This design comes from an exercise in tuning for small area, a short achievable clock period and few clock cycles per item on the open sky130 flow, not from production work.
The RTL was checked by simulation tests, not by an equivalence proof against the original design.
Power is estimated from default activity; no workload was simulated.

[flow/config.mk]
export PLATFORM = sky130hd
export DESIGN_NAME = atanh
export DESIGN_NICKNAME = atanh
export VERILOG_FILES = /design/flow/design.v
export SDC_FILE = /design/flow/constraint.sdc
export NUM_CORES = 4
export LEC_CHECK = 0
export ABC_AREA = 1
export CAP_MARGIN = 20
export CORE_MARGIN = 2
export CORE_UTILIZATION = 40
export PLACE_DENSITY = 0.6
export SLEW_MARGIN = 20
[flow/constraint.sdc]
create_clock -name core_clock -period 7.5 [get_ports {clk}]
set_input_delay 1.5000 -clock core_clock [delete_from_list [all_inputs] [get_ports {clk}]]
set_output_delay 1.5000 -clock core_clock [all_outputs]
set_load 0.01 [all_outputs]
[flow/design.v]
module atanh (
  input                     clk,
  input                     rstn,
  input                     trig,
  input  signed       [8:0] tanha,
  output logic              vld,
  output logic signed [8:0] a2_latch
);
  wire        s = tanha[8];
  wire  [7:0] l = tanha[7:0];
  wire  [7:0] below;                          
  assign below[0] = 1'b0;
  genvar i;
  for (i = 1; i < 8; i = i + 1) begin : g_below
    assign below[i] = |l[i-1:0];
  end
  wire  [7:0] m = l ^ ({8{s}} & below);
  wire        z = ~|l;                        
  wire  [0:7] mr = m;                         
  wire  [0:7] gr;                             
  wire  [7:0] g = gr;
  wire  [8:0] a2;
  wire nnew_n17, nnew_n18, nnew_n19, nnew_n20, nnew_n21, nnew_n22, nnew_n23, nnew_n24, nnew_n25, nnew_n26, nnew_n27, nnew_n28, nnew_n29, nnew_n30, nnew_n31, nnew_n32, nnew_n33, nnew_n34, nnew_n35, nnew_n36, nnew_n37, nnew_n38, nnew_n39, nnew_n40, nnew_n41, nnew_n42, nnew_n43, nnew_n44, nnew_n45, nnew_n46, nnew_n47, nnew_n48, nnew_n49, nnew_n50, nnew_n51, nnew_n52, nnew_n53, nnew_n54, nnew_n55, nnew_n56, nnew_n57, nnew_n58, nnew_n59, nnew_n60, nnew_n61, nnew_n62, nnew_n63, nnew_n64, nnew_n65, nnew_n66, nnew_n67, nnew_n68, nnew_n69, nnew_n70, nnew_n71, nnew_n72, nnew_n73, nnew_n74, nnew_n75, nnew_n77, nnew_n78, nnew_n80, nnew_n81, nnew_n82, nnew_n83, nnew_n84, nnew_n85, nnew_n86, nnew_n87, nnew_n88, nnew_n89, nnew_n90, nnew_n92, nnew_n93, nnew_n94, nnew_n95, nnew_n96, nnew_n97, nnew_n98, nnew_n99, nnew_n100, nnew_n101, nnew_n102, nnew_n103, nnew_n104, nnew_n105, nnew_n106, nnew_n107, nnew_n108, nnew_n110, nnew_n111, nnew_n112, nnew_n113, nnew_n114, nnew_n115, nnew_n116, nnew_n117, nnew_n118, nnew_n119, nnew_n120, nnew_n121, nnew_n122, nnew_n123, nnew_n124, nnew_n125, nnew_n126, nnew_n127, nnew_n128, nnew_n129, nnew_n130, nnew_n131, nnew_n132, nnew_n133, nnew_n134, nnew_n135, nnew_n136, nnew_n137, nnew_n138, nnew_n139, nnew_n140, nnew_n141, nnew_n142, nnew_n143, nnew_n144, nnew_n145, nnew_n146, nnew_n147, nnew_n148, nnew_n149, nnew_n150, nnew_n151, nnew_n152, nnew_n153, nnew_n154, nnew_n155, nnew_n156, nnew_n157, nnew_n158, nnew_n159, nnew_n160, nnew_n161, nnew_n162, nnew_n163, nnew_n164, nnew_n165, nnew_n166, nnew_n168, nnew_n169, nnew_n170, nnew_n171, nnew_n172, nnew_n173, nnew_n174, nnew_n175, nnew_n176, nnew_n177, nnew_n178, nnew_n179, nnew_n181, nnew_n182, nnew_n183, nnew_n184, nnew_n185, nnew_n186, nnew_n187, nnew_n188, nnew_n189, nnew_n190, nnew_n191, nnew_n192, nnew_n193, nnew_n194, nnew_n195, nnew_n196, nnew_n197, nnew_n198, nnew_n199, nnew_n200, nnew_n201, nnew_n202, nnew_n203, nnew_n204, nnew_n205, nnew_n206, nnew_n207, nnew_n208, nnew_n209, nnew_n210, nnew_n211, nnew_n212, nnew_n213, nnew_n214, nnew_n215, nnew_n216, nnew_n217, nnew_n218, nnew_n219, nnew_n220, nnew_n221, nnew_n222, nnew_n223, nnew_n224, nnew_n225, nnew_n226, nnew_n227, nnew_n228, nnew_n229, nnew_n230, nnew_n231, nnew_n232, nnew_n233, nnew_n234, nnew_n235, nnew_n236, nnew_n237, nnew_n238, nnew_n239, nnew_n240, nnew_n241, nnew_n242, nnew_n243, nnew_n244, nnew_n245, nnew_n246, nnew_n247, nnew_n248, nnew_n249, nnew_n250, nnew_n251, nnew_n252, nnew_n253, nnew_n254, nnew_n255, nnew_n256, nnew_n257, nnew_n258, nnew_n259, nnew_n261, nnew_n262, nnew_n263, nnew_n264, nnew_n265, nnew_n266, nnew_n267, nnew_n268, nnew_n269, nnew_n270, nnew_n271, nnew_n272, nnew_n273, nnew_n274, nnew_n275, nnew_n276, nnew_n277, nnew_n278, nnew_n279, nnew_n280, nnew_n281, nnew_n282, nnew_n283, nnew_n284, nnew_n285, nnew_n286, nnew_n287, nnew_n288, nnew_n289, nnew_n290, nnew_n291, nnew_n292, nnew_n293, nnew_n294, nnew_n295, nnew_n296;
  assign nnew_n17 = mr[3] & ~mr[4];
  assign nnew_n18 = ~mr[2] & ~nnew_n17;
  assign nnew_n19 = mr[2] & nnew_n17;
  assign nnew_n20 = ~nnew_n18 & ~nnew_n19;
  assign nnew_n21 = ~mr[0] & ~nnew_n20;
  assign nnew_n22 = ~mr[4] & mr[5];
  assign nnew_n23 = mr[6] & nnew_n22;
  assign nnew_n24 = ~mr[4] & ~nnew_n23;
  assign nnew_n25 = ~mr[2] & mr[5];
  assign nnew_n26 = nnew_n24 & ~nnew_n25;
  assign nnew_n27 = mr[4] & ~mr[5];
  assign nnew_n28 = ~mr[6] & nnew_n27;
  assign nnew_n29 = mr[4] & ~nnew_n28;
  assign nnew_n30 = ~nnew_n26 & ~nnew_n29;
  assign nnew_n31 = ~mr[5] & ~mr[7];
  assign nnew_n32 = mr[3] & mr[7];
  assign nnew_n33 = ~nnew_n31 & ~nnew_n32;
  assign nnew_n34 = mr[2] & ~nnew_n33;
  assign nnew_n35 = mr[4] & nnew_n34;
  assign nnew_n36 = ~mr[3] & ~nnew_n35;
  assign nnew_n37 = ~nnew_n30 & nnew_n36;
  assign nnew_n38 = mr[1] & ~nnew_n37;
  assign nnew_n39 = ~mr[3] & nnew_n27;
  assign nnew_n40 = ~nnew_n22 & ~nnew_n39;
  assign nnew_n41 = ~mr[3] & ~mr[4];
  assign nnew_n42 = ~nnew_n40 & ~nnew_n41;
  assign nnew_n43 = ~mr[1] & mr[2];
  assign nnew_n44 = ~nnew_n23 & nnew_n43;
  assign nnew_n45 = ~nnew_n42 & nnew_n44;
  assign nnew_n46 = ~nnew_n38 & ~nnew_n45;
  assign nnew_n47 = mr[7] & nnew_n22;
  assign nnew_n48 = ~nnew_n27 & ~nnew_n47;
  assign nnew_n49 = mr[1] & ~nnew_n48;
  assign nnew_n50 = ~mr[6] & ~nnew_n49;
  assign nnew_n51 = ~mr[2] & ~nnew_n31;
  assign nnew_n52 = mr[2] & ~mr[5];
  assign nnew_n53 = ~nnew_n51 & ~nnew_n52;
  assign nnew_n54 = mr[4] & mr[6];
  assign nnew_n55 = ~nnew_n53 & nnew_n54;
  assign nnew_n56 = mr[3] & ~nnew_n55;
  assign nnew_n57 = ~nnew_n50 & nnew_n56;
  assign nnew_n58 = ~nnew_n46 & ~nnew_n57;
  assign nnew_n59 = ~nnew_n22 & ~nnew_n27;
  assign nnew_n60 = mr[5] & mr[7];
  assign nnew_n61 = nnew_n59 & ~nnew_n60;
  assign nnew_n62 = nnew_n38 & nnew_n61;
  assign nnew_n63 = ~nnew_n58 & ~nnew_n62;
  assign nnew_n64 = nnew_n21 & ~nnew_n63;
  assign nnew_n65 = ~mr[6] & ~mr[7];
  assign nnew_n66 = ~mr[3] & ~nnew_n22;
  assign nnew_n67 = nnew_n65 & nnew_n66;
  assign nnew_n68 = ~mr[4] & nnew_n67;
  assign nnew_n69 = ~nnew_n64 & ~nnew_n68;
  assign nnew_n70 = ~mr[1] & ~mr[2];
  assign nnew_n71 = ~nnew_n69 & nnew_n70;
  assign nnew_n72 = ~mr[0] & ~nnew_n71;
  assign nnew_n73 = mr[2] & ~nnew_n41;
  assign nnew_n74 = mr[0] & ~mr[1];
  assign nnew_n75 = ~nnew_n73 & nnew_n74;
  assign gr[0] = ~nnew_n72 & ~nnew_n75;
  assign nnew_n77 = ~mr[0] & mr[2];
  assign nnew_n78 = mr[1] & nnew_n77;
  assign gr[1] = nnew_n75 | nnew_n78;
  assign nnew_n80 = mr[0] & ~mr[2];
  assign nnew_n81 = mr[1] & nnew_n80;
  assign nnew_n82 = mr[0] & mr[4];
  assign nnew_n83 = ~mr[3] & ~nnew_n82;
  assign nnew_n84 = ~nnew_n21 & nnew_n83;
  assign nnew_n85 = ~mr[1] & ~nnew_n84;
  assign nnew_n86 = ~nnew_n81 & ~nnew_n85;
  assign nnew_n87 = nnew_n69 & ~nnew_n86;
  assign nnew_n88 = ~nnew_n77 & ~nnew_n80;
  assign nnew_n89 = ~nnew_n87 & nnew_n88;
  assign nnew_n90 = nnew_n87 & ~nnew_n88;
  assign gr[2] = nnew_n89 | nnew_n90;
  assign nnew_n92 = ~mr[0] & mr[1];
  assign nnew_n93 = ~nnew_n87 & ~nnew_n92;
  assign nnew_n94 = ~mr[2] & mr[4];
  assign nnew_n95 = ~mr[3] & ~nnew_n94;
  assign nnew_n96 = ~mr[3] & nnew_n80;
  assign nnew_n97 = ~mr[5] & nnew_n96;
  assign nnew_n98 = mr[1] & ~nnew_n97;
  assign nnew_n99 = ~nnew_n64 & nnew_n98;
  assign nnew_n100 = ~nnew_n95 & nnew_n99;
  assign nnew_n101 = nnew_n24 & nnew_n74;
  assign nnew_n102 = mr[7] & nnew_n82;
  assign nnew_n103 = nnew_n70 & ~nnew_n102;
  assign nnew_n104 = ~nnew_n29 & nnew_n103;
  assign nnew_n105 = ~nnew_n101 & ~nnew_n104;
  assign nnew_n106 = mr[3] & ~nnew_n77;
  assign nnew_n107 = nnew_n105 & nnew_n106;
  assign nnew_n108 = ~nnew_n100 & ~nnew_n107;
  assign gr[3] = nnew_n93 | ~nnew_n108;
  assign nnew_n110 = ~mr[6] & nnew_n53;
  assign nnew_n111 = ~gr[3] & nnew_n110;
  assign nnew_n112 = mr[6] & ~mr[7];
  assign nnew_n113 = ~nnew_n70 & ~nnew_n112;
  assign nnew_n114 = mr[5] & ~nnew_n113;
  assign nnew_n115 = mr[6] & mr[7];
  assign nnew_n116 = nnew_n70 & nnew_n115;
  assign nnew_n117 = ~mr[1] & ~nnew_n52;
  assign nnew_n118 = nnew_n65 & ~nnew_n117;
  assign nnew_n119 = ~nnew_n116 & ~nnew_n118;
  assign nnew_n120 = ~mr[4] & ~nnew_n119;
  assign nnew_n121 = ~nnew_n114 & ~nnew_n120;
  assign nnew_n122 = ~mr[3] & ~nnew_n121;
  assign nnew_n123 = nnew_n25 & ~nnew_n65;
  assign nnew_n124 = nnew_n74 & ~nnew_n123;
  assign nnew_n125 = ~nnew_n122 & nnew_n124;
  assign nnew_n126 = ~nnew_n111 & nnew_n125;
  assign nnew_n127 = ~nnew_n54 & nnew_n121;
  assign nnew_n128 = nnew_n96 & nnew_n127;
  assign nnew_n129 = ~nnew_n17 & ~nnew_n47;
  assign nnew_n130 = nnew_n115 & ~nnew_n129;
  assign nnew_n131 = ~nnew_n28 & ~nnew_n67;
  assign nnew_n132 = ~nnew_n42 & nnew_n131;
  assign nnew_n133 = ~nnew_n130 & nnew_n132;
  assign nnew_n134 = nnew_n70 & ~nnew_n133;
  assign nnew_n135 = ~mr[0] & ~nnew_n134;
  assign nnew_n136 = nnew_n63 & nnew_n135;
  assign nnew_n137 = ~nnew_n128 & ~nnew_n136;
  assign nnew_n138 = ~nnew_n126 & nnew_n137;
  assign nnew_n139 = mr[3] & ~mr[5];
  assign nnew_n140 = ~mr[3] & mr[5];
  assign nnew_n141 = ~nnew_n139 & ~nnew_n140;
  assign nnew_n142 = mr[4] & ~nnew_n141;
  assign nnew_n143 = ~nnew_n20 & ~nnew_n142;
  assign nnew_n144 = ~nnew_n27 & ~nnew_n143;
  assign nnew_n145 = ~nnew_n138 & nnew_n144;
  assign nnew_n146 = ~nnew_n43 & ~nnew_n81;
  assign nnew_n147 = nnew_n24 & ~nnew_n146;
  assign nnew_n148 = ~nnew_n85 & ~nnew_n147;
  assign nnew_n149 = nnew_n69 & nnew_n105;
  assign nnew_n150 = nnew_n59 & nnew_n80;
  assign nnew_n151 = mr[3] & nnew_n150;
  assign nnew_n152 = ~mr[3] & ~nnew_n150;
  assign nnew_n153 = ~nnew_n151 & ~nnew_n152;
  assign nnew_n154 = ~nnew_n149 & nnew_n153;
  assign nnew_n155 = ~nnew_n148 & ~nnew_n154;
  assign nnew_n156 = ~nnew_n145 & nnew_n155;
  assign nnew_n157 = nnew_n58 & ~nnew_n59;
  assign nnew_n158 = ~nnew_n65 & ~nnew_n115;
  assign nnew_n159 = nnew_n157 & nnew_n158;
  assign nnew_n160 = ~nnew_n138 & ~nnew_n159;
  assign nnew_n161 = mr[4] & ~nnew_n139;
  assign nnew_n162 = mr[2] & ~nnew_n161;
  assign nnew_n163 = nnew_n94 & ~nnew_n139;
  assign nnew_n164 = ~nnew_n162 & ~nnew_n163;
  assign nnew_n165 = nnew_n160 & nnew_n164;
  assign nnew_n166 = nnew_n99 & ~nnew_n165;
  assign gr[4] = ~nnew_n156 & ~nnew_n166;
  assign nnew_n168 = mr[5] & ~nnew_n54;
  assign nnew_n169 = mr[0] & ~nnew_n168;
  assign nnew_n170 = ~mr[7] & ~nnew_n27;
  assign nnew_n171 = nnew_n169 & nnew_n170;
  assign nnew_n172 = ~mr[3] & nnew_n169;
  assign nnew_n173 = ~nnew_n140 & ~nnew_n169;
  assign nnew_n174 = ~nnew_n158 & ~nnew_n173;
  assign nnew_n175 = ~nnew_n172 & nnew_n174;
  assign nnew_n176 = ~nnew_n171 & ~nnew_n175;
  assign nnew_n177 = mr[2] & mr[7];
  assign nnew_n178 = mr[0] & nnew_n177;
  assign nnew_n179 = ~nnew_n176 & nnew_n178;
  assign gr[5] = ~nnew_n160 | nnew_n179;
  assign nnew_n181 = ~nnew_n78 & nnew_n108;
  assign nnew_n182 = ~nnew_n156 & nnew_n181;
  assign nnew_n183 = ~mr[0] & ~nnew_n59;
  assign nnew_n184 = ~nnew_n141 & nnew_n183;
  assign nnew_n185 = nnew_n33 & ~nnew_n129;
  assign nnew_n186 = nnew_n112 & nnew_n141;
  assign nnew_n187 = nnew_n27 & nnew_n32;
  assign nnew_n188 = ~nnew_n186 & ~nnew_n187;
  assign nnew_n189 = ~nnew_n185 & nnew_n188;
  assign nnew_n190 = ~nnew_n184 & nnew_n189;
  assign nnew_n191 = ~mr[1] & mr[3];
  assign nnew_n192 = ~mr[6] & ~nnew_n191;
  assign nnew_n193 = ~nnew_n190 & nnew_n192;
  assign nnew_n194 = ~nnew_n182 & nnew_n193;
  assign nnew_n195 = mr[3] & mr[5];
  assign nnew_n196 = ~mr[0] & ~nnew_n158;
  assign nnew_n197 = ~nnew_n40 & nnew_n196;
  assign nnew_n198 = nnew_n43 & ~nnew_n197;
  assign nnew_n199 = nnew_n195 & nnew_n198;
  assign nnew_n200 = ~mr[7] & nnew_n70;
  assign nnew_n201 = ~nnew_n195 & nnew_n200;
  assign nnew_n202 = ~nnew_n39 & ~nnew_n201;
  assign nnew_n203 = ~mr[0] & ~nnew_n202;
  assign nnew_n204 = ~nnew_n199 & ~nnew_n203;
  assign nnew_n205 = ~nnew_n194 & nnew_n204;
  assign nnew_n206 = mr[6] & ~nnew_n32;
  assign nnew_n207 = ~nnew_n60 & ~nnew_n206;
  assign nnew_n208 = ~nnew_n22 & ~nnew_n74;
  assign nnew_n209 = ~mr[1] & ~mr[3];
  assign nnew_n210 = mr[0] & ~mr[7];
  assign nnew_n211 = ~nnew_n209 & ~nnew_n210;
  assign nnew_n212 = nnew_n208 & nnew_n211;
  assign nnew_n213 = ~nnew_n34 & nnew_n212;
  assign nnew_n214 = ~nnew_n207 & nnew_n213;
  assign nnew_n215 = nnew_n205 & nnew_n214;
  assign nnew_n216 = ~mr[4] & ~mr[6];
  assign nnew_n217 = ~nnew_n25 & ~nnew_n216;
  assign nnew_n218 = nnew_n127 & nnew_n217;
  assign nnew_n219 = ~nnew_n177 & nnew_n218;
  assign nnew_n220 = ~nnew_n59 & nnew_n209;
  assign nnew_n221 = mr[6] & ~nnew_n220;
  assign nnew_n222 = ~nnew_n219 & ~nnew_n221;
  assign nnew_n223 = ~nnew_n157 & ~nnew_n222;
  assign nnew_n224 = ~nnew_n205 & ~nnew_n223;
  assign nnew_n225 = ~mr[5] & ~nnew_n115;
  assign nnew_n226 = mr[5] & nnew_n115;
  assign nnew_n227 = ~nnew_n225 & ~nnew_n226;
  assign nnew_n228 = ~nnew_n166 & nnew_n227;
  assign nnew_n229 = ~mr[6] & ~nnew_n82;
  assign nnew_n230 = ~mr[3] & ~nnew_n225;
  assign nnew_n231 = ~nnew_n229 & nnew_n230;
  assign nnew_n232 = ~nnew_n184 & ~nnew_n196;
  assign nnew_n233 = ~nnew_n231 & nnew_n232;
  assign nnew_n234 = ~nnew_n223 & nnew_n233;
  assign nnew_n235 = nnew_n59 & nnew_n73;
  assign nnew_n236 = ~mr[2] & nnew_n41;
  assign nnew_n237 = ~nnew_n235 & ~nnew_n236;
  assign nnew_n238 = ~nnew_n210 & ~nnew_n237;
  assign nnew_n239 = mr[0] & ~nnew_n238;
  assign nnew_n240 = nnew_n234 & ~nnew_n239;
  assign nnew_n241 = ~nnew_n138 & ~nnew_n240;
  assign nnew_n242 = nnew_n182 & ~nnew_n241;
  assign nnew_n243 = ~nnew_n228 & nnew_n242;
  assign nnew_n244 = ~mr[7] & nnew_n237;
  assign nnew_n245 = nnew_n234 & nnew_n244;
  assign nnew_n246 = ~mr[1] & nnew_n23;
  assign nnew_n247 = ~mr[0] & ~nnew_n246;
  assign nnew_n248 = ~nnew_n218 & nnew_n247;
  assign nnew_n249 = ~mr[0] & ~nnew_n52;
  assign nnew_n250 = ~mr[1] & ~nnew_n249;
  assign nnew_n251 = mr[3] & ~nnew_n250;
  assign nnew_n252 = ~nnew_n248 & nnew_n251;
  assign nnew_n253 = mr[6] & nnew_n250;
  assign nnew_n254 = ~nnew_n244 & nnew_n253;
  assign nnew_n255 = ~nnew_n238 & nnew_n254;
  assign nnew_n256 = ~nnew_n252 & ~nnew_n255;
  assign nnew_n257 = ~nnew_n245 & nnew_n256;
  assign nnew_n258 = ~nnew_n243 & nnew_n257;
  assign nnew_n259 = ~nnew_n224 & nnew_n258;
  assign gr[6] = nnew_n215 | ~nnew_n259;
  assign nnew_n261 = mr[6] & ~nnew_n142;
  assign nnew_n262 = ~nnew_n137 & nnew_n261;
  assign nnew_n263 = mr[3] & nnew_n210;
  assign nnew_n264 = nnew_n70 & ~nnew_n263;
  assign nnew_n265 = ~nnew_n171 & nnew_n264;
  assign nnew_n266 = mr[4] & nnew_n196;
  assign nnew_n267 = ~mr[0] & ~mr[6];
  assign nnew_n268 = mr[3] & ~nnew_n267;
  assign nnew_n269 = mr[7] & ~nnew_n59;
  assign nnew_n270 = ~nnew_n268 & nnew_n269;
  assign nnew_n271 = ~nnew_n266 & ~nnew_n270;
  assign nnew_n272 = nnew_n265 & nnew_n271;
  assign nnew_n273 = ~nnew_n262 & nnew_n272;
  assign nnew_n274 = ~mr[7] & nnew_n105;
  assign nnew_n275 = ~mr[3] & ~nnew_n274;
  assign nnew_n276 = nnew_n156 & nnew_n275;
  assign nnew_n277 = nnew_n198 & ~nnew_n276;
  assign nnew_n278 = ~nnew_n141 & ~nnew_n158;
  assign nnew_n279 = ~mr[2] & ~nnew_n278;
  assign nnew_n280 = ~nnew_n233 & nnew_n279;
  assign nnew_n281 = nnew_n77 & ~nnew_n189;
  assign nnew_n282 = ~mr[0] & mr[7];
  assign nnew_n283 = nnew_n225 & nnew_n282;
  assign nnew_n284 = mr[1] & ~nnew_n283;
  assign nnew_n285 = nnew_n41 & nnew_n282;
  assign nnew_n286 = ~nnew_n284 & ~nnew_n285;
  assign nnew_n287 = ~nnew_n281 & ~nnew_n286;
  assign nnew_n288 = ~nnew_n280 & nnew_n287;
  assign nnew_n289 = ~nnew_n277 & ~nnew_n288;
  assign nnew_n290 = ~nnew_n138 & ~nnew_n176;
  assign nnew_n291 = ~mr[6] & nnew_n142;
  assign nnew_n292 = ~mr[1] & nnew_n158;
  assign nnew_n293 = ~nnew_n291 & nnew_n292;
  assign nnew_n294 = nnew_n138 & nnew_n293;
  assign nnew_n295 = ~nnew_n290 & ~nnew_n294;
  assign nnew_n296 = ~nnew_n289 & nnew_n295;
  assign gr[7] = ~nnew_n273 & ~nnew_n296;
  wire        zp = z & ~s;
  assign a2 = {s | zp, (g ^ {8{s}}) | {8{zp}}};
  always_ff @(posedge clk or negedge rstn) begin
    if (!rstn) vld <= 1'b0;
    else vld <= trig;
  end
  always_ff @(posedge clk or negedge rstn) begin
    if (!rstn) a2_latch <= 9'd0;
    else if (trig) a2_latch <= a2;
  end
endmodule
[flow/flow/run.sh]
#!/bin/bash
# The standard layout (standard.sh), with three changes that only affect how
# the layout is made:
#  - synthesis uses flow/my_synth.tcl, which is synth_recipe.tcl with the abc
#    mapping script swapped for flow/abc.script (area mapping without abc's
#    own buffering; registers are mapped exactly as in the standard synthesis);
#  - no full/half-adder extraction (ADDER_MAP_FILE empty), so the table logic
#    is mapped as plain gates;
#  - plain buf_2 cells as the port buffers.
export MY_ABC_SCRIPT=$PWD/flow/abc.script
bash standard.sh SYNTH_SCRIPT=$PWD/flow/my_synth.tcl ADDER_MAP_FILE= \
  BUFFER_PORTS_ARGS="-buffer_cell sky130_fd_sc_hd__buf_2" finish > standard.log 2>&1
[flow/flow/abc.script]
strash
dch
map -B 0.9
topo
stime -c
upsize -c
dnsize -c
[flow/flow/my_synth.tcl]
proc synth {args} { yosys synth -nofsm -noshare {*}$args }
proc abc {args} {
  set i [lsearch $args -script]
  if { $i >= 0 && [info exists ::env(MY_ABC_SCRIPT)] } { lset args [expr {$i + 1}] $::env(MY_ABC_SCRIPT) }
  yosys abc {*}$args
}
source $::env(SCRIPTS_DIR)/synth.tcl
# left out here: clear keep_hierarchy, flatten, clean up, hide names made inside functions, write 1_2_yosys.v
[flow/standard.sh]
#!/bin/bash
# synth_recipe.tcl (not shown) runs the flow's synth.tcl, then flattens the netlist and writes it again
# the make line also repeats each setting of config.mk as NAME=value (left out here)
make -C /OpenROAD-flow-scripts/flow DESIGN_CONFIG=/design/flow/config.mk WORK_HOME=/design/flow/orfs CLKGATE_MAP_FILE= SYNTH_SCRIPT=/design/flow/synth_recipe.tcl "${@:-finish}"
==> reports/qor.yml, run 1 <==
status:
  status: "complete, no violations"
finish:
  sequential_cell_area_um2: 250.2
  final_core_utilization: 0.4601
  antenna_cells_inserted: 0
  layout_common_cells: "nand2_1 (90), nand3_1 (33), o21ai_0 (31)"
  nFillCells: 473
  multi_input_area_mm2: 0.001360
  layout.cells.most_common: "nand2_1"
  layout-drive-gt1-share: 0.2042
  areaGrowthSynthToFinish_pct: 11.99
  num-nets-final: 347
  postLayoutCellArea_mm2: 0.001976
global_routing:
  grt_start_max_net_pins: 19
  grt_overflow: 0
  grt_antenna_before_repair: 0
  first_global_vias: 2039
  gr-usage-all-layers: 0.2375
  global_route_wire_length_before_repair_um: 9584
synth:
  synthCells: 309
  synth_cell_type_count: 32
  syn_nets: 321
  synth_sequential_area_ratio: 0.1418
  synth_warnings: 1
  synth.avg_cell_area_um2: 5.709
  synthesis.area_mm2: 0.001764
  synth_seq_cells: 10
detailed_routing:
  post_drt_wl_per_cell_um: 14.70
  drc_errors: 0
  postRouteWirelength_um: 5658
  drt_pass1_iterations: 5
  first_iter_violations: 177
  vias: 2236
  ant_nets: 0
  avgViaCountPerCell: 5.808
floorplanning:
  floorplan.rows: 24
  floorplan.io_pins: 22
  floorplan.die.width_um: 70.41
  initial_core_util: 0.4108
  die_height_um: 70.41
  placeableCoreArea_mm2: 0.004294
  die-area_mm2: 0.004958
min_path:
  hold_path.startpoint: "a2_latch[2]"
  hold_path.class: "reg2reg"
timing:
  layout_setup_ws_ns: 3.126
  post_route_clock_period_utilization: 0.5832
  timing.final.crit_period_ns: 4.374
  hold_slack_ns: 0.4661
  rsz0062_at_grt: "false"
  slew_headroom: 0.6297
  final-hold-violation-count: 0
  tightestPinTransition_ns: 0.5554
  max_freq_ghz: 0.2286
  fin_skew_ns: 0
  setup_viol_count_final: 0
  maxSlewViolCount: 0
  timing.setup.tns_ns: 0
cts:
  h-tree-depth: 1
  ctsResizeCount: 0
  clock_tree_from_tritoncts: "done"
  tritoncts.num_buffers: 3
  clock-sinks: 10
  cts_hold_repair.buffers: 0
  clkLatencyLatePin_ns: 0.23
  clkTransAtPathRegs_ns: 0.04
  postCtsSetupRepairBufs: 0
  max-clock-path-buffers: 2
  clock_tree.root_cell: "clkbuf_8"
setup_path:
  most_repeated_library_cell_on_the_critical_path: "nand2_1"
  r2r-start: "a2_latch[8]"
  setup.worst_path.start: "tanha[0]"
  slowest_stage: "nor2_2"
  critPathCaptureType: "register"
  critical_path_class: "in2reg"
  cp_slowest_stage_delay_ns: 0.28
  worst_setup_path_start_kind: "input pin"
  critPathArrivalTime_ns: 4.49
  cp_data_required_time_ns: 7.62
  worst-path-max-fanout: 12
job:
  drv_cap: 0
place:
  dpl-instance-area_mm2: 0.001934
  finalWeightedCongestion: 1.034
  post-dp-hpwl_um: 4385
  dpl_worst_slack_ns: 2.965
  port_buffers: 21
power:
  power.ir.vdd_worst_uv: 78.92
  cellLeakagePower_nw: 0.9003
  powerDensity_mw_per_mm2: 155.4
==> cells by family (layout without fill, tap and decap cells) <==
| family | Yosys count | count (layout) | share of synthesized area |
|---|---|---|---|
| compound gates | 74 | 74 | 0.2475 |
| xor+xnor | 4 | 4 | 0.01986 |
| buf+inv | 39 | 63 | 0.08724 |
| flops | 10 | 10 | 0.1418 |
| simple gates | 182 | 182 | 0.5035 |
==> critical path, delay by kind of cell <==
kind                   cells  cell delay [ns]
buffers and inverters      2             0.46
and+or+nand+nor           27             2.51
==> per-stage QoR <==
step / cells / total power, mW
after floorplan: 309 / 0.2012
after global placement: 382 / 0.2534
after detailed placement: 382 / 0.2501
after CTS: 385 / 0.3059
after global routing: 385 / 0.3355
final: 385 / 0.3070
==> path summary, 6_finish.rpt <==
| path | end | slack, ns | cells past startpoint |
|---|---|---|---|
| hold reg to reg | a2_latch[2] | 0.47 | 1 |
| setup reg to reg | a2_latch[8] | 6.85 | 2 |
| hold / removal | a2_latch[2] | 0.47 | 1 |
| min in group asynchronous | a2_latch[8] | 1.12 | 1 |
| max in group asynchronous | a2_latch[2] | 6.18 | 1 |
| setup / recovery | a2_latch[1] | 3.13 | 29 |
==> metal layers <==
layer	wire, µm	GRT usage
met5	0	0
met4	221	0.09188
met3	537	0.05195
met2	2476	0.3627
met1	2422	0.3245
==> where the power goes <==
group          total, mW  internal [mW]  switching [mW]
sequential        0.0670         0.0631         0.00391
clock             0.0539         0.0350          0.0189
combinational      0.186         0.0590           0.127
total              0.307          0.157           0.150
==> registers in the layout, indices dropped and copies added (netlist names) <==
register,cells
a2_latch,9
vld,1
==> layout make-up <==
class,count,share of cell area
Multi-Input combinational cell,260,0.6884
Sequential cell,10,0.1267
Inverter,39,0.07790
Timing Repair Buffer,21,0.05320
Tap cell,52,0.03293
Clock buffer,3,0.02090
==> Yosys cell counts (all sizes together) <==
cell type	n	area (µm²)
a21boi	1	7.510
a21oi	18	93.84
a221oi	1	8.760
a22oi	1	7.510
a311oi	1	8.760
a31oi	2	12.51
a32o	1	10.01
clkinv	28	105.1
dfrtp	10	250.2
inv	11	48.80
nand2	111	523.0
nand3	40	235.2
nand4	4	25.02
nor2	26	100.1
nor3	1	5.000
o2111ai	2	17.52
o211ai	6	45.04
o21a	1	7.510
o21ai	37	196.4
o221ai	1	8.760
o22ai	2	12.51
xnor2	2	17.52
xor2	2	17.52
Testbench counts, summed over its fixed seeds: cycles 2,048, ops 2,048.
==> inputs of run 2 (changes only) <==
==> flow/flow/abc.script (replaced) <==
strash
dch
map -B 0.9
strash
dch -f
map -B 0.9
topo
stime -c
upsize -c
dnsize -c
--- a/flow/config.mk
+++ b/flow/config.mk
@@ -9,5 +9,6 @@
 export CAP_MARGIN = 20
 export CORE_MARGIN = 2
 export CORE_UTILIZATION = 40
+export CTS_BUF_LIST = sky130_fd_sc_hd__clkbuf_2
 export PLACE_DENSITY = 0.6
 export SLEW_MARGIN = 20
==> reports/qor.yml, run 2 <==
status:
  status: "complete, no violations"
synth:
  synth_compound_gate_area_share: 0.2301
  simple_gate_share_of_the_synthesized_area: 0.5191
  synth_adder_area_share: 0
  post_synth_xor_area_fraction: 0.02013
  synthDominantCellAreaShare: 0.1855
  synthMostInstantiatedCell: "nand2_1"
  synth.avg_cell_area_um2: 5.651
  synth_sequential_area_ratio: 0.1438
  synthTopCellsByArea: "nand2_1 (19%), dfrtp_1 (14%), nand3_1 (9.5%)"
  synth_cell_type_count: 31
  synthesis.area_mm2: 0.001740
  synthArstFlopShare: 1.000
  netlist_top_cells_count: "nand2_1 (86), nand3_1 (33), nor2_1 (26)"
  synth_seq_cells: 10
  main_combinational_cell_family_by_area_after_synthesis: "simple AND/OR/NAND/NOR gates"
  synthCells: 308
  yosys.area.top_type: "nand2_1"
  synth_enable_flop_cells: 0
  synthFlopType: "dfrtp_1"
  muxShareOfSynthArea: 0
  synth_warnings: 1
  syn_nets: 320
finish:
  reg_top3: "a2_latch: 9 flops, vld: 1 flops"
  nFillCells: 454
  layoutNonFillerInstCount: 383
  num-nets-final: 346
  top_register_by_number_of_flip_flops: "a2_latch"
  final_core_utilization: 0.4715
  postLayoutCellArea_mm2: 0.001927
  layout-drive-gt1-share: 0.2132
  number_of_flip_flops_under_the_largest_register_name: 9
  areaGrowthSynthToFinish_pct: 10.71
  layout.cells.most_common: "nand2_1"
  layout_common_cells: "nand2_1 (86), nand3_1 (33), nor2_1 (26)"
  antenna_cells_inserted: 0
cts:
  clock-sinks: 10
  tritoncts.num_buffers: 3
  max-clock-path-buffers: 2
  cts_hold_repair.buffers: 0
  h-tree-depth: 1
  clock_tree.root_cell: "clkbuf_2"
  ctsResizeCount: 0
  clkTransAtPathRegs_ns: 0.10
  clkLatencyLatePin_ns: 0.24
  clock_tree_from_tritoncts: "done"
  postCtsSetupRepairBufs: 0
setup_path:
  setup.worst_path.start: "tanha[0]"
  critPathCaptureType: "register"
  r2r-start: "a2_latch[2]"
  critPathArrivalTime_ns: 4.37
  cp_data_required_time_ns: 7.65
  cp_slowest_stage_delay_ns: 0.35
  most_repeated_library_cell_on_the_critical_path: "nand2_1"
  worst_setup_path_start_kind: "input pin"
  critPathTopFamily: "simple AND/OR/NAND/NOR gates"
  critical_path_class: "in2reg"
  timing.critical_path.buf_inv: 3
  worst-path-max-fanout: 13
  slowest_stage: "o31ai_1"
power:
  power.sequential.fraction: 0.236
  cellLeakagePower_nw: 0.8936
  power_mw: 0.2829
  power.ir.vdd_worst_uv: 39.62
  power_switching_mw: 0.1501
  power_report.internal_total_mw: 0.1327
  switching_fraction: 0.5308
  powerDensity_mw_per_mm2: 146.8
  power.share.combinational: 0.660
  clkPwrFrac: 0.103
place:
  port_buffers: 21
  finalWeightedCongestion: 1.007
  dp_cells: 379
  post-dp-hpwl_um: 4443
  dpl-instance-area_mm2: 0.001908
floorplanning:
  floorplan.die.width_um: 69.96
  floorplan.io_pins: 22
  placeableCoreArea_mm2: 0.004086
  floorplan.rows: 23
  initial_core_util: 0.4259
  die_height_um: 69.96
  die-area_mm2: 0.004894
detailed_routing:
  vias: 2242
  drc_errors: 0
  postRouteWirelength_um: 5762
  ant_nets: 0
  first_iter_violations: 225
  post_drt_wl_per_cell_um: 15.04
  drt_pass1_iterations: 5
  avgViaCountPerCell: 5.854
timing:
  final-hold-violation-count: 0
  setup_viol_count_final: 0
  timing.setup.tns_ns: 0
  slew_headroom: 0.7074
  post_route_clock_period_utilization: 0.5638
  rsz0062_at_grt: "false"
  fin_skew_ns: 0
  maxSlewViolCount: 0
  timing.final.crit_period_ns: 4.228
  tightestPinTransition_ns: 0.4359
  max_freq_ghz: 0.2365
global_routing:
  gr-usage-all-layers: 0.2436
  global_route_wire_length_before_repair_um: 9929
  grt_antenna_before_repair: 0
  first_global_vias: 2149
  grt_overflow: 0
  grt_start_max_net_pins: 20
min_path:
  hold_path.class: "reg2reg"
  hold_path.startpoint: "a2_latch[5]"
job:
  drv_cap: 0
run 2: changes by cell type in the layout (fill, tap and decap cells not counted), sizes merged, moves of 2 or more:
cell    delta
a21oi      -2
clkinv     -3
inv        +4
nand2      -3
nand4      +3
nor2       +3
o21ai      -3
run 2: power groups by stage:
stage / Clock, mW / Combinational, mW / Sequential [mW]
final: 0.0292 / 0.187 / 0.0669
after global routing: 0.0354 / 0.206 / 0.0682
after CTS: 0.0304 / 0.182 / 0.0670
after detailed placement: 0 / 0.181 / 0.0680
after global placement: 0 / 0.184 / 0.0676
after floorplan: 0 / 0.127 / 0.0728
run 2: worst register-to-register path, stage by stage (launching register included):
cell      delay (ns)
dfrtp_1         0.39
o21ai_0         0.15
clkinv_1        0.07
run 2: cell type report:
class,count,area [µm²],share of cell area
Clock buffer,3,15.01,0.007792
Clock inverter,1,3.754,0.001948
Inverter,39,151.4,0.07857
Multi-Input combinational cell,259,1339,0.6948
Sequential cell,10,250.2,0.1299
Tap cell,50,62.56,0.03247
Timing Repair Buffer,21,105.1,0.05455
run 2: cells by family after synthesis:
kind of cell | Yosys count
AO/OA/AOI/OAI | 69
AND/OR/NAND/NOR | 186
buffers and inverters | 39
flip-flops | 10
XOR/XNOR | 4
run 2: final timing paths:
| kind | to | slack, ns | cells after the start |
|---|---|---|---|
| setup / recovery | a2_latch[1] | 3.27 | 25 |
| hold reg to reg | a2_latch[5] | 0.48 | 2 |
| setup reg to reg | a2_latch[2] | 6.78 | 2 |
| max in group asynchronous | a2_latch[5] | 6.23 | 1 |
| hold / removal | a2_latch[5] | 0.48 | 2 |
| min in group asynchronous | a2_latch[3] | 1.09 | 1 |
run 2: metal layers:
layer,track usage,part of all wire
met3,0.03319,0.092
met4,0.1197,0.050
met5,0,0
met1,0.3275,0.43
met2,0.3810,0.43
run 2: through the flow:
stage	hold WS (ns)	setup slack, ns
after floorplan	0.5156	3.739
after global placement	0.4593	3.091
after detailed placement	0.4652	3.089
after CTS	0.4889	3.360
after global routing	0.5186	2.989
final	0.4839	3.272
==> inputs of run 3 (changes only) <==
==> flow/flow/abc.script (replaced) <==
strash
dch
map -B 0.9
topo
stime -c
upsize -c
dnsize -c
==> reports/qor.yml, run 3 <==
status:
  status: "complete, no violations"
floorplanning:
  floorplan.die.width_um: 70.41
  placeableCoreArea_mm2: 0.004294
  die-area_mm2: 0.004958
  initial_core_util: 0.4108
  floorplan.io_pins: 22
  die_height_um: 70.41
  floorplan.rows: 24
setup_path:
  slowest_stage: "nor2_2"
  most_repeated_library_cell_on_the_critical_path: "nand2_1"
  critical_path_class: "in2reg"
  critPathCaptureType: "register"
  cp_slowest_stage_delay_ns: 0.27
  worst_setup_path_start_kind: "input pin"
  cp_data_required_time_ns: 7.65
  worst-path-max-fanout: 12
  critPathArrivalTime_ns: 4.50
power:
  switching_fraction: 0.5303
  clkPwrFrac: 0.104
  power_mw: 0.2825
  power_report.internal_total_mw: 0.1327
  cellLeakagePower_nw: 0.8912
  power.share.combinational: 0.660
  power.sequential.fraction: 0.236
  powerDensity_mw_per_mm2: 144.9
  power_switching_mw: 0.1498
  power.ir.vdd_worst_uv: 44.24
cts:
  ctsResizeCount: 0
  clkLatencyLatePin_ns: 0.25
  clock_tree.root_cell: "clkbuf_2"
  postCtsSetupRepairBufs: 0
  clkTransAtPathRegs_ns: 0.09
  max-clock-path-buffers: 2
  clock-sinks: 10
  clock_tree_from_tritoncts: "done"
  cts_hold_repair.buffers: 0
  tritoncts.num_buffers: 3
  h-tree-depth: 1
synth:
  synth_seq_cells: 10
  synth_enable_flop_cells: 0
  synthDominantCellAreaShare: 0.1915
  muxShareOfSynthArea: 0
  simple_gate_share_of_the_synthesized_area: 0.5035
  synth.avg_cell_area_um2: 5.709
  yosys.area.top_type: "nand2_1"
  syn_nets: 321
  synth_compound_gate_area_share: 0.2475
  synthTopCellsByArea: "nand2_1 (19%), dfrtp_1 (14%), nand3_1 (9.4%)"
  post_synth_xor_area_fraction: 0.01986
  synthArstFlopShare: 1.000
  synth_sequential_area_ratio: 0.1418
  netlist_top_cells_count: "nand2_1 (90), nand3_1 (33), o21ai_0 (31)"
  synth_warnings: 1
  synth_cell_type_count: 32
  synthFlopType: "dfrtp_1"
  synthCells: 309
  main_combinational_cell_family_by_area_after_synthesis: "simple AND/OR/NAND/NOR gates"
  synthesis.area_mm2: 0.001764
  synth_adder_area_share: 0
  synthMostInstantiatedCell: "nand2_1"
finish:
  nFillCells: 473
  layoutNonFillerInstCount: 385
  reg_top3: "a2_latch: 9 flops, vld: 1 flops"
  sequential_cell_area_um2: 250.2
  layout_common_cells: "nand2_1 (90), nand3_1 (33), o21ai_0 (31)"
  layout.cells.most_common: "nand2_1"
  multi_input_area_mm2: 0.001360
  postLayoutCellArea_mm2: 0.001949
  layout-drive-gt1-share: 0.2042
  number_of_flip_flops_under_the_largest_register_name: 9
  top_register_by_number_of_flip_flops: "a2_latch"
  num-nets-final: 347
  areaGrowthSynthToFinish_pct: 10.50
  antenna_cells_inserted: 0
  final_core_utilization: 0.4540
detailed_routing:
  post_drt_wl_per_cell_um: 14.75
  avgViaCountPerCell: 5.842
  postRouteWirelength_um: 5680
  vias: 2249
  drc_errors: 0
  first_iter_violations: 176
  drt_pass1_iterations: 5
  ant_nets: 0
job:
  drv_cap: 0
global_routing:
  grt_antenna_before_repair: 0
  gr-usage-all-layers: 0.2390
  grt_start_max_net_pins: 19
  first_global_vias: 2054
  grt_overflow: 0
  global_route_wire_length_before_repair_um: 9632
timing:
  slew_headroom: 0.6350
  post_route_clock_period_utilization: 0.5805
  final-hold-violation-count: 0
  timing.setup.tns_ns: 0
  tightestPinTransition_ns: 0.5474
  max_freq_ghz: 0.2297
  rsz0062_at_grt: "false"
  fin_skew_ns: 0
  setup_viol_count_final: 0
  timing.final.crit_period_ns: 4.354
  layout_setup_ws_ns: 3.146
  hold_slack_ns: 0.4781
  maxSlewViolCount: 0
place:
  post-dp-hpwl_um: 4385
  dp_cells: 382
  dpl_worst_slack_ns: 2.965
  finalWeightedCongestion: 1.034
  port_buffers: 21
  dpl-instance-area_mm2: 0.001934
min_path:
  hold_path.class: "reg2reg"
-- run 3: power groups by stage --
stage          Clock [mW]  Sequential [mW]  Combinational [mW]
2_1_floorplan           0           0.0727               0.129
3_3_place_gp            0           0.0678               0.186
3_5_place_dp            0           0.0678               0.182
4_1_cts            0.0301           0.0667               0.183
5_1_grt            0.0328           0.0683               0.208
6_report           0.0293           0.0667               0.186
-- run 3: cells by family after synthesis --
kind of cell | count (synthesis)
DFF | 10
and+or+nand+nor | 182
AOI/OAI and AO/OA | 74
buffers and inverters | 39
xor gates and xnor gates | 4
-- run 3: path summary, 6_finish.rpt --
path,cells after the start,to,slack (ns),startpoint
setup / recovery,29,a2_latch[1],3.15,tanha[0]
hold / removal,1,a2_latch[2],0.48,a2_latch[2]
setup reg to reg,2,a2_latch[8],6.85,a2_latch[8]
hold reg to reg,1,a2_latch[2],0.48,a2_latch[2]
max in group asynchronous,1,a2_latch[1],6.22,rstn
min in group asynchronous,1,a2_latch[8],1.08,rstn
-- run 3: routing by layer --
metal,track usage,part of all wire,vias to the layer above
met4,0.09829,0.048,0
met2,0.3648,0.43,137
met1,0.3245,0.42,980
li1,-,-,1102
met3,0.05195,0.10,30
met5,0,0,-
-- run 3: layout make-up --
class,count,share of cell area
repair buffers,21,0.05392
flip-flops and latches,10,0.1284
multi-input cells,260,0.6977
well taps,52,0.03338
inverters,39,0.07895
clock buffers,3,0.007702
-- run 3: worst max-delay path, delay by kind of cell --
family / cells / cell delay [ns]
buffers and inverters: 2 / 0.46
AND/OR/NAND/NOR: 27 / 2.52
==> inputs of run 4 (changes only) <==
==> flow/flow/run.sh (replaced) <==
#!/bin/bash
# The standard layout (standard.sh), with changes that only affect how the
# layout is made:
#  - synthesis uses flow/my_synth.tcl, which is synth_recipe.tcl with the abc
#    mapping script swapped for flow/abc.script (registers are mapped exactly
#    as in the standard synthesis);
#  - no full/half-adder extraction (ADDER_MAP_FILE empty), so the table logic
#    is mapped as plain gates;
#  - plain buf_2 cells as the port buffers, buf_1 on the outputs
#    (flow/ports.tcl, run before the resize step of placement).
export MY_ABC_SCRIPT=$PWD/flow/abc.script
bash standard.sh SYNTH_SCRIPT=$PWD/flow/my_synth.tcl ADDER_MAP_FILE= \
  BUFFER_PORTS_ARGS="-buffer_cell sky130_fd_sc_hd__buf_2" \
  PRE_RESIZE_TCL=$PWD/flow/ports.tcl finish > standard.log 2>&1
==> flow/flow/abc.script (replaced) <==
strash
dch
map -B 0.9
strash
dch -f
map -B 0.9
topo
stime -c
upsize -c
dnsize -c
==> flow/flow/ports.tcl (new file) <==
# Output ports drive only the fixed 10 fF load and have slack to spare, so
# their port buffers (inserted by buffer_ports as buf_2) are made buf_1.
foreach inst [get_cells output*] {
  replace_cell $inst sky130_fd_sc_hd__buf_1
}
==> reports/qor.yml, run 4 <==
finish:
  reg_top3: "a2_latch: 9 flops, vld: 1 flops"
  nFillCells: 448
  top_register_by_number_of_flip_flops: "a2_latch"
  final_core_utilization: 0.4685
  layout-drive-gt1-share: 0.1832
  areaGrowthSynthToFinish_pct: 9.993
  antenna_cells_inserted: 0
  num-nets-final: 346
  layout_common_cells: "nand2_1 (86), nand3_1 (33), nor2_1 (26)"
  number_of_flip_flops_under_the_largest_register_name: 9
  layoutNonFillerInstCount: 383
  layout.cells.most_common: "nand2_1"
synth:
  synthFlopType: "dfrtp_1"
  synth_sequential_area_ratio: 0.1438
  yosys.area.top_type: "nand2_1"
  syn_nets: 320
  synthArstFlopShare: 1.000
  synth_seq_cells: 10
  synth.avg_cell_area_um2: 5.651
  synth_cell_type_count: 31
  synth_enable_flop_cells: 0
  synthCells: 308
  synthDominantCellAreaShare: 0.1855
  synthMostInstantiatedCell: "nand2_1"
  synthTopCellsByArea: "nand2_1 (19%), dfrtp_1 (14%), nand3_1 (9.5%)"
  synth_warnings: 1
  netlist_top_cells_count: "nand2_1 (86), nand3_1 (33), nor2_1 (26)"
  synthesis.area_mm2: 0.001740
cts:
  clock_tree_from_tritoncts: "done"
  postCtsSetupRepairBufs: 0
  cts_hold_repair.buffers: 0
  ctsResizeCount: 0
  max-clock-path-buffers: 2
  tritoncts.num_buffers: 3
  h-tree-depth: 1
  clock-sinks: 10
  clkLatencyLatePin_ns: 0.24
  clock_tree.root_cell: "clkbuf_2"
  clkTransAtPathRegs_ns: 0.10
timing:
  hold_slack_ns: 0.4837
  final-hold-violation-count: 0
  timing.setup.tns_ns: 0
  rsz0062_at_grt: "false"
  slew_headroom: 0.6910
  tightestPinTransition_ns: 0.4603
  max_freq_ghz: 0.2383
  timing.final.crit_period_ns: 4.196
  post_route_clock_period_utilization: 0.5595
  maxSlewViolCount: 0
  fin_skew_ns: 0
  setup_viol_count_final: 0
setup_path:
  r2r-start: "a2_latch[2]"
  cp_data_required_time_ns: 7.64
  critPathCaptureType: "register"
  rr_endpoint: "a2_latch[2]"
  critPathArrivalTime_ns: 4.34
  worst_setup_path_start_kind: "input pin"
  ff2ff_setup_slack_ns: 6.77
  critical_path_class: "in2reg"
  reg2regPathDepth: 2
  worst-path-max-fanout: 13
detailed_routing:
  avgViaCountPerCell: 5.851
  drc_errors: 0
  ant_nets: 0
  vias: 2241
  first_iter_violations: 199
  drt_pass1_iterations: 4
  post_drt_wl_per_cell_um: 15.03
  postRouteWirelength_um: 5757
global_routing:
  first_global_vias: 2138
  grt_start_max_net_pins: 20
  gr-usage-all-layers: 0.2403
  grt_overflow: 0
  global_route_wire_length_before_repair_um: 9832
  grt_antenna_before_repair: 0
place:
  post-dp-hpwl_um: 4427
  finalWeightedCongestion: 1.007
  port_buffers: 21
  dp_cells: 379
power:
  powerDensity_mw_per_mm2: 146.5
  cellLeakagePower_nw: 0.8644
  power.ir.vdd_worst_uv: 35.41
  power_mw: 0.2804
floorplanning:
  floorplan.die.width_um: 69.96
  initial_core_util: 0.4259
  floorplan.io_pins: 22
  placeableCoreArea_mm2: 0.004086
  floorplan.rows: 23
  die_height_um: 69.96
  die-area_mm2: 0.004894
min_path:
  hold_path.class: "reg2reg"
  min_to: "a2_latch[5]"
  worstHoldPathCells: 2
  hold_path.startpoint: "a2_latch[5]"
job:
  drv_cap: 0
status:
  status: "complete, no violations"
run 4: kinds of logic after synthesis:
group | Yosys count | synth area share
simple gates | 186 | 0.5190
compound gates | 69 | 0.2301
buf+inv | 39 | 0.08699
flops | 10 | 0.1438
xor+xnor | 4 | 0.02013
run 4: power by group:
group	internal (mW)	switching [mW]
registers	0.0628	0.00414
logic	0.0559	0.128
clock network	0.0116	0.0178
run 4: per-layer routing:
layer | part of all wire | up-vias | global-route usage
met1 | 0.43 | 971 | 0.3351
met4 | 0.043 | 0 | 0.1090
met2 | 0.42 | 144 | 0.3714
met5 | 0 | - | 0
met3 | 0.10 | 29 | 0.02453
li1 | - | 1097 | -
run 4: how the worst max path moves through the flow:
stage	startpoint	end	slack, ns	cells after the start
floorplan	tanha[3]	a2_latch[1]	3.74	24
global placement	tanha[0]	a2_latch[1]	3.09	23
detailed placement	tanha[0]	a2_latch[1]	3.09	25
CTS	tanha[0]	a2_latch[1]	3.35	25
global route	tanha[0]	a2_latch[1]	2.95	25
finish	tanha[0]	a2_latch[1]	3.30	25
run 4: area by class of cell:
class | count | area (µm²) | area share
multi-input combinational | 259 | 1339 | 0.6993
tap | 50 | 62.56 | 0.03268
sequential | 10 | 250.2 | 0.1307
clock buffer | 3 | 15.01 | 0.007843
timing repair buffer | 21 | 92.59 | 0.04837
clock inverter | 1 | 3.754 | 0.001961
inverter | 39 | 151.4 | 0.07908
run 4: metrics by stage:
stage	setup WS (ns)	instance area, µm²
after floorplan	3.739	1740
after global placement	3.091	1908
after detailed placement	3.088	1896
after CTS	3.349	1914
after global routing	2.949	1914
final	3.304	1914
run 4: critical path, stage by stage:
cell	delay, ns
buf_2	0.18
nor2_4	0.21
nand4_1	0.16
nor2_1	0.21
o21ai_0	0.13
nand2_2	0.25
nand2_1	0.20
o31ai_1	0.34
inv_2	0.04
nand3_1	0.08
nand2_1	0.08
inv_2	0.07
nand3_2	0.06
nand2_2	0.09
nand2_4	0.07
nand2_2	0.06
nand2_2	0.06
nand2_1	0.07
nand2_1	0.06
nand2_1	0.07
nand2_1	0.06
nand3_1	0.09
nand2_1	0.05
nand3_1	0.07
nand2_1	0.05

[afterwards: timing with drivers on the ports]
How much do the figures lean on ideal ports? The routed layouts below were timed once more, with nothing changed but the port constraints.
Step 1, drivers: a clkbuf_16 drives clk and a buf_2 each remaining input, both assumed.
Step 2 adds t to the input delays and takes it off the output delays; t is the mean of the earliest and latest rising clock arrival at the registers after step 1. Input paths then give back, and output paths get back, about the clock's delay inside the block.
a / b / c = ideal / step 1 / step 2; a / b = the first two.
run	shift t [ns]	slack for setup (ns)	worst setup path after step 2	worst data-port slew with drivers (ns)
run 1	0.248	3.126 / 3.127 / 2.878	input to register	0.03
run 2	0.263	3.272 / 3.272 / 3.010	input to register	0.03
run 3	0.269	3.146 / 3.148 / 2.879	input to register	0.03
run 4	0.258	3.304 / 3.306 / 3.049	input to register	0.03
After both steps setup and hold are still met in every run listed. For run 3, which loses most, drivers alone change the setup slack by +0.002 ns; drivers and shift together by -0.267 ns.
